From an optimization exercise on the open Yosys and OpenROAD flow, aimed at small area, a short achievable clock period and few clock cycles; shortcuts taken in it are not production practice.
Only simulation tests tie the RTL to the original design; equivalence was not proved.

File: design/flow/design.v
`timescale 1ns/1ps
module vector_element_alu #(
        parameter BITS = 8,
        parameter N = 16,
        parameter MULT_SHIFT = 0
    )(
        input  logic [BITS*N-1:0] A,
        input  logic [BITS*N-1:0] B,
        input  logic [BITS-1:0]   scalar,
        input  logic [2:0]        op_sel,
        input  logic              scalar_sel,
        output logic [BITS*N-1:0] S
    );
    genvar i;
    generate
        for (i = 0; i < N; i++) begin : lane
            logic [BITS-1:0] b_inter;
            assign b_inter = scalar_sel ? scalar : B[i*BITS +: BITS];
            single_element_alu #(
                .BITS(BITS),
                .MULT_SHIFT(MULT_SHIFT)
            ) alu (
                .A(A[i*BITS +: BITS]),
                .B(b_inter),
                .sel(op_sel),
                .S(S[i*BITS +: BITS])
            );
        end
    endgenerate
endmodule
module single_element_alu #(
        parameter BITS = 8,
        parameter MULT_SHIFT = 0
    )(
        input  logic [BITS-1:0] A,
        input  logic [BITS-1:0] B,
        input  logic [2:0]      sel,
        output logic [BITS-1:0] S
    );
    logic [BITS-1:0] add_sub_out;
    logic [BITS-1:0] mult_out;
    logic [BITS-1:0] cmp_out;
    always_comb begin
        if (sel[2]) begin  
            case (sel[1:0])
                2'b00: S = A & B;
                2'b01: S = A | B;
                2'b10: S = A ^ B;
                2'b11: S = ~A;
            endcase
        end else begin  
            if (sel[1]) begin  
                if (sel[0])
                    S = cmp_out;
                else
                    S = mult_out;
            end else begin  
                S = add_sub_out;
            end
        end
    end
    assign cmp_out[BITS-1:1] = { (BITS-1) {add_sub_out[BITS-1]} };
    assign cmp_out[0] = |add_sub_out;
    single_add_sub #(
        .BITS(BITS)
    ) adder (
        .A(A),
        .B(B),
        .sub(sel[0]),
        .S(add_sub_out)
    );
    single_multiplier #(
        .BITS(BITS),
        .OUT_SHIFT(MULT_SHIFT)
    ) mult (
        .A(A),
        .B(B),
        .P(mult_out)
    );
endmodule
module single_add_sub #(
        parameter BITS = 8
    )(
        input  logic [BITS-1:0] A,
        input  logic [BITS-1:0] B,
        input  logic            sub,
        output logic [BITS-1:0] S
    );
    logic [BITS-1:0] B_int;
    assign B_int = B ^ {BITS{sub}};
    assign S = A + B_int + {{(BITS-1){1'b0}}, sub};
endmodule
module single_multiplier #(
        parameter BITS = 8,
        parameter OUT_SHIFT = 0
    )(
        input  logic signed [BITS-1:0] A,
        input  logic signed [BITS-1:0] B,
        output logic        [BITS-1:0] P
    );
    logic signed [2*BITS-1:0] temp_P;
    assign temp_P = A * B;
    assign P = temp_P[OUT_SHIFT +: BITS];
endmodule
`timescale 1ns/1ps
module vec_accel #(
        parameter N = 16,
        parameter MULT_SHIFT = 0
    )(
        input  logic       clk,
        input  logic       rst_l,
        input  logic [7:0] in_data,
        input  logic       in_valid,
        output logic       in_ready,
        output logic [7:0] out_data,
        output logic       out_valid
    );
    localparam W  = 8*N;
    localparam IW = $clog2(N) + 1;
    typedef enum logic [3:0] {
        FET_lo, FET_hi, DEC, IMM_len, IMM_scal, IMM_vec,
        EX, WB, RED, RED_done, RET
    } state_t;
    state_t state;
    logic [W-1:0] vreg  [15:0];
    logic [7:0]   vlen  [15:0];
    logic [7:0]   scal_acc;
    logic [15:0]  inst;
    logic [W-1:0] imm_vec;
    logic [7:0]   imm_len;
    logic [7:0]   imm_scal;
    logic [IW-1:0] index;
    logic [W-1:0] alu_res;
    logic [7:0]   alu_res_len;
    logic signed [7:0] red_sum, red_or, red_min, red_max;
    logic [3:0] sel_a, sel_b;
    logic [2:0] alu_op;
    assign sel_a  = inst[3:0];
    assign sel_b  = inst[11:8];
    assign alu_op = inst[6:4];
    logic nop_inst, ld_vec_inst, ld_scal_inst, ret_vec_inst, mov_inst;
    logic vv_imm_inst, vv_inst, vs_imm_inst, vs_acc_inst, red_ret_inst, red_acc_inst;
    assign nop_inst     = inst[7:0] == 8'h00;
    assign ld_vec_inst  = !inst[7] && inst[6:4] == 3'b001;
    assign ld_scal_inst = !inst[7] && inst[6:4] == 3'b010;
    assign ret_vec_inst = inst[7] && inst[15:12] == 4'b0001;
    assign mov_inst     = inst[7] && inst[15:12] == 4'b0010;
    assign vv_imm_inst  = inst[7] && inst[15:12] == 4'b1110;
    assign vv_inst      = inst[7] && inst[15:12] == 4'b1010;
    assign vs_imm_inst  = inst[7] && inst[15:12] == 4'b1111;
    assign vs_acc_inst  = inst[7] && inst[15:12] == 4'b1011;
    assign red_ret_inst = inst[7] && inst[15:12] == 4'b1001;
    assign red_acc_inst = inst[7] && inst[15:12] == 4'b1000;
    logic [W-1:0] vec_a, vec_b;
    logic [7:0]   len_a, len_b;
    assign vec_a = vreg[sel_a];
    assign vec_b = vreg[sel_b];
    assign len_a = vlen[sel_a];
    assign len_b = vlen[sel_b];
    logic [7:0] elem_a, elem_b;
    assign elem_a = vec_a[index[IW-2:0]*8 +: 8];
    assign elem_b = vec_b[index[IW-2:0]*8 +: 8];
    logic          alu_scal_sel;
    logic [W-1:0]  alu_b;
    logic [7:0]    alu_scal;
    logic [W-1:0]  alu_out;
    logic [7:0]    alu_b_len;
    assign alu_scal_sel = vs_imm_inst || vs_acc_inst;
    assign alu_b        = vv_imm_inst ? imm_vec : vec_b;
    assign alu_b_len    = vv_imm_inst ? imm_len : len_b;
    assign alu_scal     = vs_imm_inst ? imm_scal : scal_acc;
    vector_element_alu #(
        .BITS(8),
        .N(N),
        .MULT_SHIFT(MULT_SHIFT)
    ) VecAlu (
        .A(vec_a),
        .B(alu_b),
        .scalar(alu_scal),
        .op_sel(alu_op),
        .scalar_sel(alu_scal_sel),
        .S(alu_out)
    );
    logic [7:0] red_result;
    always_comb begin
        case (inst[5:4])
            2'b00: red_result = red_sum;
            2'b01: red_result = red_or;
            2'b10: red_result = red_min;
            2'b11: red_result = red_max;
        endcase
    end
    logic [W-1:0] wb_vec;
    logic [7:0]   wb_len;
    always_comb begin
        if (mov_inst) begin
            wb_vec = vec_b;
            wb_len = len_b;
        end else if (ld_vec_inst || ld_scal_inst) begin
            wb_vec = imm_vec;
            wb_len = imm_len;
        end else begin
            wb_vec = alu_res;
            wb_len = alu_res_len;
        end
    end
    assign in_ready = (state == FET_lo) || (state == FET_hi) || (state == IMM_len) ||
                      (state == IMM_scal) || (state == IMM_vec);
    logic in_take;
    assign in_take = in_valid && in_ready;
    always_ff @(posedge clk, negedge rst_l) begin
        if (!rst_l) begin
            state     <= FET_lo;
            inst      <= 16'h0000;
            index     <= '0;
            out_valid <= 1'b0;
            out_data  <= 8'h00;
        end else begin
            out_valid <= 1'b0;
            case (state)
                FET_lo: begin
                    if (in_take) begin
                        inst[7:0] <= in_data;
                        state <= FET_hi;
                    end
                end
                FET_hi: begin
                    if (in_take) begin
                        inst[15:8] <= in_data;
                        state <= DEC;
                    end
                end
                DEC: begin
                    index <= '0;
                    if (nop_inst)
                        state <= FET_lo;
                    else if (ld_vec_inst || ld_scal_inst || vv_imm_inst)
                        state <= IMM_len;
                    else if (vs_imm_inst)
                        state <= IMM_scal;
                    else if (vv_inst || vs_acc_inst)
                        state <= EX;
                    else if (mov_inst)
                        state <= WB;
                    else if (red_ret_inst || red_acc_inst)
                        state <= RED;
                    else if (ret_vec_inst)
                        state <= RET;
                    else
                        state <= FET_lo;
                end
                IMM_len: begin
                    if (in_take) begin
                        if (ld_scal_inst)
                            state <= IMM_scal;
                        else if (in_data == 8'h00)
                            state <= ld_vec_inst ? WB : EX;
                        else
                            state <= IMM_vec;
                    end
                end
                IMM_scal: begin
                    if (in_take)
                        state <= ld_scal_inst ? WB : EX;
                end
                IMM_vec: begin
                    if (in_take) begin
                        index <= index + 1'b1;
                        if ({{(8-IW){1'b0}}, index} == imm_len - 8'd1)
                            state <= ld_vec_inst ? WB : EX;
                    end
                end
                EX: begin
                    state <= WB;
                end
                WB: begin
                    state <= FET_lo;
                end
                RED: begin
                    if ({{(8-IW){1'b0}}, index} < len_a)
                        index <= index + 1'b1;
                    else
                        state <= RED_done;
                end
                RED_done: begin
                    if (red_ret_inst) begin
                        out_valid <= 1'b1;
                        out_data  <= red_result;
                    end
                    state <= FET_lo;
                end
                RET: begin
                    if ({{(8-IW){1'b0}}, index} < len_b) begin
                        out_valid <= 1'b1;
                        out_data  <= elem_b;
                        index <= index + 1'b1;
                    end else begin
                        state <= FET_lo;
                    end
                end
                default: state <= FET_lo;
            endcase
        end
    end
    always_ff @(posedge clk) begin
        if (state == IMM_len && in_take) begin
            imm_len <= in_data;
            imm_vec <= '0;
        end
        if (state == IMM_scal && in_take) begin
            imm_scal <= in_data;
            if (ld_scal_inst) begin
                for (int i = 0; i < N; i++)
                    if (i < imm_len)
                        imm_vec[i*8 +: 8] <= in_data;
            end
        end
        if (state == IMM_vec && in_take)
            imm_vec[index[IW-2:0]*8 +: 8] <= in_data;
        if (state == EX) begin
            alu_res     <= alu_out;
            alu_res_len <= alu_scal_sel ? len_a : ((len_a > alu_b_len) ? len_a : alu_b_len);
        end
        if (state == WB) begin
            vreg[sel_a] <= wb_vec;
            vlen[sel_a] <= wb_len;
        end
        if (state == DEC) begin
            red_sum <= 8'sh00;
            red_or  <= 8'sh00;
            red_min <= 8'sh7f;
            red_max <= 8'sh80;
        end else if (state == RED && {{(8-IW){1'b0}}, index} < len_a) begin
            red_sum <= red_sum + $signed(elem_a);
            red_or  <= red_or | $signed(elem_a);
            if ($signed(elem_a) < red_min) red_min <= elem_a;
            if ($signed(elem_a) > red_max) red_max <= elem_a;
        end
        if (state == RED_done && red_acc_inst)
            scal_acc <= red_result;
    end
endmodule
File: design/flow/run.sh
#!/bin/bash
# synth_recipe.tcl (not shown) runs the flow's synth.tcl, then flattens the netlist and writes it again
# the make line also repeats each setting of config.mk as NAME=value (left out here)
make -C /OpenROAD-flow-scripts/flow DESIGN_CONFIG=/design/flow/config.mk WORK_HOME=/design/flow/orfs CLKGATE_MAP_FILE= SYNTH_SCRIPT=/design/flow/synth_recipe.tcl finish
File: design/flow/config.mk
export PLATFORM = sky130hd
export DESIGN_NAME = vec_accel
export DESIGN_NICKNAME = vec_accel
export VERILOG_FILES = /design/flow/design.v
export SDC_FILE = /design/flow/constraint.sdc
export NUM_CORES = 4
export LEC_CHECK = 0
export CAP_MARGIN = 20
export CORE_MARGIN = 2
export CORE_UTILIZATION = 40
export PLACE_DENSITY = 0.6
export SLEW_MARGIN = 20
File: design/flow/constraint.sdc
create_clock -name core_clock -period 10.0 [get_ports {clk}]
set_input_delay 2.0000 -clock core_clock [delete_from_list [all_inputs] [get_ports {clk}]]
set_output_delay 2.0000 -clock core_clock [all_outputs]
set_load 0.01 [all_outputs]
==> results.txt <==
- Post-synth EDFFs: roughly 2,300
- Num CTS Buffers: just under 300
- Register area share after synthesis: between 40% and 50%
- Final Hold Violating Endpoints: 0
- Hold Path Origin: red_or[3]
- Setup TNS: 0 ns
- Hold Path Depth: 2
- M2 GR Usage: a little over two fifths
- Die X: 617.6 um
- H-tree depth: 5
- Biggest area consumer among synthesized cells: edfxtp_1
- Drt first-iter violations: roughly 12,000
- Status: timing/DRC/antenna clean
- Cts hold-fix bufs: 0
- Maxcap violations: 0
- CP Buf/Inv Count: 7
- CP max stage cell: dfrtp_4
- IO Pins: 21
- Most frequent CP cell: inv_1
- Top cell type's share of synthesized area: approximately 47%
- Worst-path maximum fanout: 38
- Worst-path clk slew: ~0.07 ns
- Post-DP HPWL: approximately 320,000 um
- Unrepaired setup endpoints after global routing: false
- Clk sink count: about 2,500
- Drt wl/cell: 33.41 um
- PortBufs: 20
- R2R Path Start: inst[8]
- Final period utilization: slightly below 80%
- Detailed Route WL: approximately 520,000 um
- # rows: between 200 and 250
- Final GP Congestion: roughly 0.96
- Yosys warns: 2
- Remaining global-route overflow: 0
- Core region area: between 300,000 and 400,000 sq um
- Most frequent cells in the layout: edfxtp_1 (2,336), mux4_2 (1,399), inv_1 (796)
- Mapped cell area: about 150,000 sq um
- Crit-path leading delay family: adder cells
- Netlist cell types: between 100 and 150
- Hold-critical path endpoint: red_or[3]
- Max clock buf depth: 4
- Worst EP arrival: between 8 and 9 ns
- Clk latency of the worst-skew pair: approximately 0.95 ns
- Fmax achieved: about 0.13 GHz
- Max Slew Vio Count: 0
- Predominant post-synthesis flop cell: edfxtp_1
- Syn Inst Count: about 10,000
- Critical Path Start Type: register
- CP Class: reg2reg
- Top Usage Layer GRT: met2
- Number of cells upsized or downsized after cts: 0
- Total GRT Usage: between 20% and 30%
- GR Util met1: a little over a third
- Residual DRC: 0
- Layout cells sized above 1: between 20% and 30%
- Root Driver: clkbuf_16
- Avg Synthesized Cell Area: 14.76 sq um
- CP required: between 10 and 15 ns
- Area growth syn-to-layout: 11.19%
- Post-synthesis register bit count: approximately 2,500
- DIE AREA: 381,400 sq um
- Layout Skew: slightly below 0.06 ns
- Die Y: between 600 and 700 um
- Max transition margin: 18.52%
- Final cell count without fillers: roughly 16,000
- DR vias: 97,540
- Vias per cell: between 6 and 7
- Final Setup Violations: 0
- Min Tclk post-route: roughly 7.9 ns
- Initial antenna violation count: 30
- First-pass GRT wire length: 737,100 um
- Worst hold path class: reg2reg
- Syn Nets: 11,120
- Post-CTS setup buffer count: 0
- Initial DRT Pass Iterations: 7
- CTS tree: yes
- Pin count of the biggest net entering global routing: 109
- R2R Path End: alu_res[71]
- Worst-Margin Slew: 1.222 ns
- Max incr delay on CP: 0.98 ns
- Synth top area cells: edfxtp_1 (47%), mux4_2 (21%), ha_1 (5.8%)
- Crit path capture type: register
- Vias in the first global route: 99,520
- Nets: 11,220
- Depth of the worst register-to-register path: 25
- Initial Utilization: between 40% and 50%
- Grt met3 use: roughly 5.1%
- Synth async-reset ratio: 1.344%
- Most common cell after layout, fill and taps aside: edfxtp_1
- Placed insts: roughly 15,000
- Worst R2R Setup Slack: roughly 2.1 ns
- Detail Route Antenna Nets: 0
[metal layers]
metal | up-vias | routed length, um
li1 | 39620 | -
met1 | 51210 | 198500
met2 | 5508 | 240900
met3 | 1199 | 48950
met4 | 12 | 30400
met5 | - | 363
[cell families (layout without fill, tap and decap cells)]
logic type	count (synthesis)	in the layout	synth area share (%)
compound gates	1153	1153	5.479
xor+xnor	487	487	2.966
fa+ha+maj	909	909	8.595
buf+inv	1456	1783	4.303
flops	2530	2530	49.28
mux	1909	1909	24.50
other cells	0	13	0
simple gates	1760	1760	4.877
[worst max-delay path by stage]
stage / to / slack, ns / depth (start not counted) / start
2_1_floorplan: vlen[15][0] / 1.31 / 9 / inst[2]
3_3_place_gp: alu_res[71] / 2.19 / 26 / inst[8]
3_5_place_dp: alu_res[71] / 2.13 / 25 / inst[8]
4_1_cts: alu_res[71] / 2.15 / 25 / inst[8]
5_1_grt: alu_res[71] / 1.82 / 26 / inst[8]
6_report: alu_res[71] / 2.14 / 25 / inst[8]
[worst min-delay path, stage by stage, from the launching register on]
cell and delay (ns):
dfxtp_1 0.32, a21oi_1 0.04, nor2_1 0.07
[state kept, by name, indices dropped and copies added, names as in the netlist, 16 cells and up]
signal and flops:
imm_vec 128, vlen 128, inst 16, alu_res 128, vreg 2048
[cell type report]
class / count / area, sq um
Antenna cell: 13 / 32.53
Clock buffer: 366 / 7717
Clock inverter: 155 / 1777
Fill cell: 32940 / 207800
Inverter: 810 / 3058
Multi-Input combinational cell: 6218 / 70230
Sequential cell: 2530 / 74250
Tap cell: 4994 / 6248
Timing Repair Buffer: 452 / 4109
[cells in the mapped netlist, types with 122 or more instances]
| master | number |
|---|---|
| o21ai_0 | 357 |
| nor2_1 | 706 |
| ha_1 | 700 |
| buf_2 | 149 |
| nand2_1 | 752 |
| fa_1 | 209 |
| mux4_2 | 1399 |
| mux2_2 | 122 |
| dfxtp_1 | 160 |
| inv_1 | 798 |
| a21oi_1 | 181 |
| xnor2_1 | 390 |
| clkbuf_1 | 261 |
| mux2i_1 | 380 |
| edfxtp_1 | 2336 |
[metrics by stage]
step / setup WS (ns) / instance area (sq um) / hold slack, ns / utilization [%]
after detailed placement: 2.132 / 157800 / 0.4520 / 42.04
after global placement: 2.189 / 157700 / 0.4422 / 42.02
after floorplan: 1.313 / 150600 / 0.4286 / -
after global routing: 1.825 / 167400 / 0.4947 / 44.61
after CTS: 2.147 / 167300 / 0.4635 / 44.57
final: 2.137 / 167400 / 0.4667 / 44.61
Testbench counts, summed over its fixed seeds: cycles 49,035.

afterwards: timing with drivers on the ports:
How much do the figures lean on ideal ports? The routed layout below was timed once more, with nothing changed but the port constraints.
Step 1, drivers: a clkbuf_16 drives clk and a buf_2 each remaining input, both assumed.
Step 2 moves the port delays by t, midway between the first and last clock arrival at a register: inputs arrive t later, outputs are due t later. That takes back most of the time a late clock gives input paths.
a / b / c = ideal / step 1 / step 2; a / b = the first two.
t, ns: 1.035
slack for setup (ns): 2.137 / 2.137 / 2.137
clock arrival spread, ns: 0.082 / 0.083
worst slew at a driven data input, ns: 0.08
After both steps setup and hold are still met in this run. The setup slack of this run moves by 0.000 ns with the drivers and by 0.000 ns with both steps.
